What follows belongs to an exercise in optimizing a design on an open flow for small area and a short achievable clock period; a production flow would make more cautious choices.
The RTL was checked by simulation tests, not by an equivalence proof against the original design.

Design intt4point, start of the top module:
module intt4point(
    input clk, rst,
    input [15:0] in0, in1, in2, in3,
    output [15:0] out0, out1, out2, out3
);
  wire [12:0] z0, z1, z2, z3;
  reg [14:0] rs0;
  reg [14:0] rs2;
  reg [12:0] rb;
  reg [12:0] rd;
  wire [12:0] dmz;
  wire [12:0] bmz;
  wire [12:0] g0 = in0[12:0] & {13{~rst}};
  wire [12:0] g1 = in1[12:0] & {13{~rst}};
  wire [12:0] g2 = in2[12:0] & {13{~rst}};
  wire [12:0] g3 = in3[12:0] & {13{~rst}};
  wire s1, c2;
  ha_m us1 (.a(g0[0]), .b(g2[0]), .s(s1), .co(c2));
  wire s3, c4;
  fa_m us3 (.a(g0[1]), .b(g2[1]), .c(c2), .s(s3), .co(c4));
  wire s5, c6;
  fa_m us5 (.a(g0[2]), .b(g2[2]), .c(c4), .s(s5), .co(c6));
  wire s7, c8;
  fa_m us7 (.a(g0[3]), .b(g2[3]), .c(c6), .s(s7), .co(c8));
  wire s9, c10;
  fa_m us9 (.a(g0[4]), .b(g2[4]), .c(c8), .s(s9), .co(c10));
  wire s11, c12;
  fa_m us11 (.a(g0[5]), .b(g2[5]), .c(c10), .s(s11), .co(c12));
  wire s13, c14;
  fa_m us13 (.a(g0[6]), .b(g2[6]), .c(c12), .s(s13), .co(c14));
  wire s15, c16;
  fa_m us15 (.a(g0[7]), .b(g2[7]), .c(c14), .s(s15), .co(c16));
  wire s17, c18;
  fa_m us17 (.a(g0[8]), .b(g2[8]), .c(c16), .s(s17), .co(c18));
  wire s19, c20;
  fa_m us19 (.a(g0[9]), .b(g2[9]), .c(c18), .s(s19), .co(c20));
  wire s21, c22;
  fa_m us21 (.a(g0[10]), .b(g2[10]), .c(c20), .s(s21), .co(c22));
  wire s23, c24;
  fa_m us23 (.a(g0[11]), .b(g2[11]), .c(c22), .s(s23), .co(c24));
  wire s25, c26;
  fa_m us25 (.a(g0[12]), .b(g2[12]), .c(c24), .s(s25), .co(c26));
  wire s27, c28;
  ha_m us27 (.a(g1[0]), .b(g3[0]), .s(s27), .co(c28));
  wire s29, c30;
  fa_m us29 (.a(g1[1]), .b(g3[1]), .c(c28), .s(s29), .co(c30));
  wire s31, c32;
  fa_m us31 (.a(g1[2]), .b(g3[2]), .c(c30), .s(s31), .co(c32));
  wire s33, c34;
  fa_m us33 (.a(g1[3]), .b(g3[3]), .c(c32), .s(s33), .co(c34));
  wire s35, c36;
  fa_m us35 (.a(g1[4]), .b(g3[4]), .c(c34), .s(s35), .co(c36));
  wire s37, c38;
  fa_m us37 (.a(g1[5]), .b(g3[5]), .c(c36), .s(s37), .co(c38));
  wire s39, c40;
  fa_m us39 (.a(g1[6]), .b(g3[6]), .c(c38), .s(s39), .co(c40));
  wire s41, c42;
  fa_m us41 (.a(g1[7]), .b(g3[7]), .c(c40), .s(s41), .co(c42));
  wire s43, c44;
  fa_m us43 (.a(g1[8]), .b(g3[8]), .c(c42), .s(s43), .co(c44));
  wire s45, c46;
  fa_m us45 (.a(g1[9]), .b(g3[9]), .c(c44), .s(s45), .co(c46));
  wire s47, c48;
  fa_m us47 (.a(g1[10]), .b(g3[10]), .c(c46), .s(s47), .co(c48));
  wire s49, c50;
  ...
Size: ~850 cells after synthesis, ~56 flip-flops, roughly 130 I/O pins.
clock: 110.0 ns
lec_check: 0
cap_margin: 20
core_margin: 2
core_utilization: 40
slew_margin: 20
synth_hierarchical: 1
synth_minimum_keep_size: 0
standard.sh (not shown) runs the stock make flow with config.mk's settings and CLKGATE_MAP_FILE= SYNTH_SCRIPT=/design/flow/synth_recipe.tcl, a recipe that flattens the netlist after the stock synthesis.
==> flow/flow/run.sh <==
#!/bin/bash
set -e
export BUFFER_PORTS_ARGS="-buffer_cell sky130_fd_sc_hd__buf_1"
bash standard.sh > standard.log 2>&1
The baseline finished with timing, DRC and antenna clean.
Next try:
==> flow/run.sh (new file) <==
#!/bin/bash
# synth_recipe.tcl (not shown) runs the flow's synth.tcl, then flattens the netlist and writes it again
# the make line also repeats each setting of config.mk as NAME=value (left out here)
make -C /OpenROAD-flow-scripts/flow DESIGN_CONFIG=/design/flow/config.mk WORK_HOME=/design/flow/orfs CLKGATE_MAP_FILE= SYNTH_SCRIPT=/design/flow/synth_recipe.tcl finish
removed: flow/flow/run.sh
removed: flow/standard.sh
Outcome: Global-route usage climbs by 0.38 points; synthesized cell count does not change; count of clock-buffer cells in the layout stays the same; wire length climbs by 0.62%; synthesized area is unchanged; die area stays the same; design area climbs by 5.9%; core utilization climbs by 2.6 points; via count drops by about 0.6%.
Next try:
==> flow/flow/run.sh (new file) <==
#!/bin/bash
set -e
export BUFFER_PORTS_ARGS="-buffer_cell sky130_fd_sc_hd__buf_1"
export SETUP_SLACK_MARGIN=80
bash standard.sh > standard.log 2>&1
==> flow/standard.sh (new file) <==
#!/bin/bash
# synth_recipe.tcl (not shown) runs the flow's synth.tcl, then flattens the netlist and writes it again
# the make line also repeats each setting of config.mk as NAME=value (left out here)
make -C /OpenROAD-flow-scripts/flow DESIGN_CONFIG=/design/flow/config.mk WORK_HOME=/design/flow/orfs CLKGATE_MAP_FILE= SYNTH_SCRIPT=/design/flow/synth_recipe.tcl "${@:-finish}"
removed: flow/run.sh
Core utilization stays flat.
Worst hold slack degrades by 0.33 ns.
Routed wire length rose by 3.7%.
Global-route usage rose by 0.14 points.
Die area stays the same.
Synthesized area does not change.
Clock-buffer cell count rose by 1.
Next try:
--- a/flow/flow/run.sh
+++ b/flow/flow/run.sh
@@ -4 +4 @@
-export SETUP_SLACK_MARGIN=80
+export SETUP_SLACK_MARGIN=78
The changed run ran to the end with no violations.
Setup slack loses 1.1 ns.
Via count decreases by a few percent.
Final area is lower by a few percent.
Sequential share of layout area stays flat.
Worst hold slack got worse by 0.0040 ns.
Routed wire length shrinks by a few percent.
Global-route usage shrinks by 0.51 points.
Synthesized cell count stays the same.

---

Another version of the RTL of intt4point (not shown whole).
For scale: roughly 58 flip-flops.
==> flow/config.mk <==
export PLATFORM = sky130hd
export DESIGN_NAME = intt4point
export DESIGN_NICKNAME = intt4point
export VERILOG_FILES = /design/flow/design.v
export SDC_FILE = /design/flow/constraint.sdc
export NUM_CORES = 4
export LEC_CHECK = 0
export CAP_MARGIN = 20
export CORE_MARGIN = 2
export CORE_UTILIZATION = 40
export CTS_BUF_LIST = sky130_fd_sc_hd__clkbuf_4 sky130_fd_sc_hd__clkbuf_8
export SLEW_MARGIN = 20
export SYNTH_HIERARCHICAL = 1
export SYNTH_MINIMUM_KEEP_SIZE = 0
==> flow/constraint.sdc <==
create_clock -name core_clock -period 110.0 [get_ports {clk}]
set_input_delay 22.0000 -clock core_clock [delete_from_list [all_inputs] [get_ports {clk}]]
set_output_delay 22.0000 -clock core_clock [all_outputs]
set_load 0.01 [all_outputs]
run.sh (not shown) runs the stock make flow with config.mk's settings and CLKGATE_MAP_FILE= SYNTH_SCRIPT=/design/flow/synth_recipe.tcl, a recipe that flattens the netlist after the stock synthesis.
Stock flow here: none of the scripts above is used.
The starting point ran to the end with no violations.
==> next run, changes <==
CTS_BUF_LIST = not set   (was sky130_fd_sc_hd__clkbuf_4 sky130_fd_sc_hd__clkbuf_8)
=> Setup slack is better by 0.016 ns. Global-route usage stays flat. Maximum frequency barely changes.
==> next run, changes <==
==> flow/flow/run.sh (new file) <==
#!/bin/bash
set -e
export BUFFER_PORTS_ARGS="-buffer_cell sky130_fd_sc_hd__buf_1"
bash standard.sh > standard.log 2>&1
==> flow/standard.sh (new file) <==
#!/bin/bash
# synth_recipe.tcl (not shown) runs the flow's synth.tcl, then flattens the netlist and writes it again
# the make line also repeats each setting of config.mk as NAME=value (left out here)
make -C /OpenROAD-flow-scripts/flow DESIGN_CONFIG=/design/flow/config.mk WORK_HOME=/design/flow/orfs CLKGATE_MAP_FILE= SYNTH_SCRIPT=/design/flow/synth_recipe.tcl "${@:-finish}"
removed: flow/run.sh
Routed wire length grows slightly; setup slack improves by 0.42 ns; final cell count hardly moves; worst hold slack degrades by 0.32 ns; synthesized area is unchanged; die area is unchanged; global-route usage barely changes; design area shrinks by a few percent; core utilization shrinks by 2.3 points.

---

== red ==
intt4point, a different RTL version from the one above (not shown whole).
For scale: ~850 cells after synthesis, about 54 flip-flops, roughly 0.010 sq mm of cells after synthesis.
// intt4point
module intt4point(
    input clk, rst,
    input [15:0] in0, in1, in2, in3,
    output [15:0] out0, out1, out2, out3
);
  wire [12:0] z0, z1, z2, z3;
  reg [12:0] rz0;
  reg [14:0] rs2;
  reg [12:0] rb;
  reg [12:0] rd;
  wire [12:0] x0z;
  wire [12:0] dmz;
  wire [12:0] bmz;
  wire [12:0] g0 = in0[12:0] & {13{~rst}};
  wire [12:0] g1 = in1[12:0] & {13{~rst}};
  wire [12:0] g2 = in2[12:0] & {13{~rst}};
  wire [12:0] g3 = in3[12:0] & {13{~rst}};
  wire s1, c2;
  ha_m us1 (.a(g0[0]), .b(g2[0]), .s(s1), .co(c2));
  wire s3, c4;
  fa_m us3 (.a(g0[1]), .b(g2[1]), .c(c2), .s(s3), .co(c4));
  wire s5, c6;
  fa_m us5 (.a(g0[2]), .b(g2[2]), .c(c4), .s(s5), .co(c6));
  wire s7, c8;
  fa_m us7 (.a(g0[3]), .b(g2[3]), .c(c6), .s(s7), .co(c8));
  wire s9, c10;
  fa_m us9 (.a(g0[4]), .b(g2[4]), .c(c8), .s(s9), .co(c10));
  wire s11, c12;
  fa_m us11 (.a(g0[5]), .b(g2[5]), .c(c10), .s(s11), .co(c12));
  wire s13, c14;
  fa_m us13 (.a(g0[6]), .b(g2[6]), .c(c12), .s(s13), .co(c14));
  wire s15, c16;
  fa_m us15 (.a(g0[7]), .b(g2[7]), .c(c14), .s(s15), .co(c16));
  wire s17, c18;
  fa_m us17 (.a(g0[8]), .b(g2[8]), .c(c16), .s(s17), .co(c18));
  wire s19, c20;
  fa_m us19 (.a(g0[9]), .b(g2[9]), .c(c18), .s(s19), .co(c20));
  wire s21, c22;
  fa_m us21 (.a(g0[10]), .b(g2[10]), .c(c20), .s(s21), .co(c22));
  wire s23, c24;
  fa_m us23 (.a(g0[11]), .b(g2[11]), .c(c22), .s(s23), .co(c24));
  wire s25, c26;
  fa_m us25 (.a(g0[12]), .b(g2[12]), .c(c24), .s(s25), .co(c26));
  wire s27, c28;
  ha_m us27 (.a(g1[0]), .b(g3[0]), .s(s27), .co(c28));
  wire s29, c30;
  fa_m us29 (.a(g1[1]), .b(g3[1]), .c(c28), .s(s29), .co(c30));
  wire s31, c32;
  fa_m us31 (.a(g1[2]), .b(g3[2]), .c(c30), .s(s31), .co(c32));
  wire s33, c34;
  fa_m us33 (.a(g1[3]), .b(g3[3]), .c(c32), .s(s33), .co(c34));
  wire s35, c36;
  fa_m us35 (.a(g1[4]), .b(g3[4]), .c(c34), .s(s35), .co(c36));
  wire s37, c38;
  fa_m us37 (.a(g1[5]), .b(g3[5]), .c(c36), .s(s37), .co(c38));
  wire s39, c40;
  fa_m us39 (.a(g1[6]), .b(g3[6]), .c(c38), .s(s39), .co(c40));
  wire s41, c42;
  fa_m us41 (.a(g1[7]), .b(g3[7]), .c(c40), .s(s41), .co(c42));
  wire s43, c44;
  fa_m us43 (.a(g1[8]), .b(g3[8]), .c(c42), .s(s43), .co(c44));
  wire s45, c46;
  fa_m us45 (.a(g1[9]), .b(g3[9]), .c(c44), .s(s45), .co(c46));
  ...
export LEC_CHECK = 0
export CAP_MARGIN = 20
export CORE_MARGIN = 2
export CORE_UTILIZATION = 40
export SLEW_MARGIN = 20
export SYNTH_HIERARCHICAL = 1
export SYNTH_MINIMUM_KEEP_SIZE = 0
create_clock -name core_clock -period 110.0 [get_ports {clk}]
standard.sh (not shown) runs the stock make flow with config.mk's settings and CLKGATE_MAP_FILE= SYNTH_SCRIPT=/design/flow/synth_recipe.tcl, a recipe that flattens the netlist after the stock synthesis.
==> flow/flow/run.sh <==
#!/bin/bash
set -e
export BUFFER_PORTS_ARGS="-buffer_cell sky130_fd_sc_hd__buf_1"
bash standard.sh > standard.log 2>&1
red: no failed stages, no open violations at the end
Setup changes, red to blue
--- a/flow/flow/run.sh
+++ b/flow/flow/run.sh
@@ -3,0 +4 @@
+export SETUP_SLACK_MARGIN=79.0
Results
- | global-route wire length before repair | blue vs red | ≈ equal |
- | wire length | blue vs red | worse |
- Comparing blue and red, the higher layout overhead on the synthesized area is on blue.
- red -> blue: area of all placed cells without fillers increased by a few percent
- Measured against blue, the count of plain and timing-repair buffers of red comes out at 0.906 times the reference value.
- blue reached the final stage; the timing, DRC and antenna checks on its layout passed.
- Taking red as the reference point, the core utilization of blue rises by 0.94 points.
- blue: routed via count is 1.1% higher than what red reported.
- Relative to red, the shortest clock period the worst path allows after layout of blue is lower by 0.53 ns.
- ~same via count of the first global-routing pass in blue and red
- The smallest setup slack after layout reported for blue is greater than that of red by 0.53 ns.

-- afterwards: timing with drivers on the ports --
In the flow no input, the clock included, has a driving cell. The finished layouts below were timed again as built, in two steps.
Step 1 sets driving cells, clkbuf_16 on the clock port and buf_2 on the other inputs (assumed; they add their load-dependent delay and slew).
Step 2, shift: input delay + t, output delay - t, t = (earliest + latest rising clock arrival at the registers) / 2. This alone moves slack from input paths to output paths.
Three values: ideal, step 1, step 2; two values: the first two.
run | t, ns | setup slack, ns | latest minus earliest clock arrival (ns) | worst slew at a driven data input, ns
the first run of note 1 | 0.333 | 78.881 / 78.842 / 79.175 | 0.005 / 0.005 | 0.07
the second run of note 1 | 0.338 | 78.510 / 78.471 / 78.809 | 0.005 / 0.005 | 0.06
the third run of note 1 | 0.332 | 80.021 / 79.981 / 80.312 | 0.009 / 0.009 | 0.07
the fourth run of note 1 | 0.333 | 78.881 / 78.842 / 79.175 | 0.005 / 0.005 | 0.07
the first run of note 2 | 0.396 | 77.149 / 77.112 / 77.508 | 0.022 / 0.022 | 0.05
the second run of note 2 | 0.378 | 77.166 / 77.126 / 77.504 | 0.012 / 0.012 | 0.05
the third run of note 2 | 0.384 | 77.583 / 77.541 / 77.925 | 0.010 / 0.010 | 0.08
red | 0.329 | 78.867 / 78.828 / 78.830 | 0.006 / 0.005 | 0.04
blue | 0.329 | 79.399 / 79.360 / 79.221 | 0.005 / 0.005 | 0.04
After both steps every run listed still meets setup and hold. For blue, which loses most, drivers alone change the setup slack by -0.039 ns; drivers and shift together by -0.178 ns.
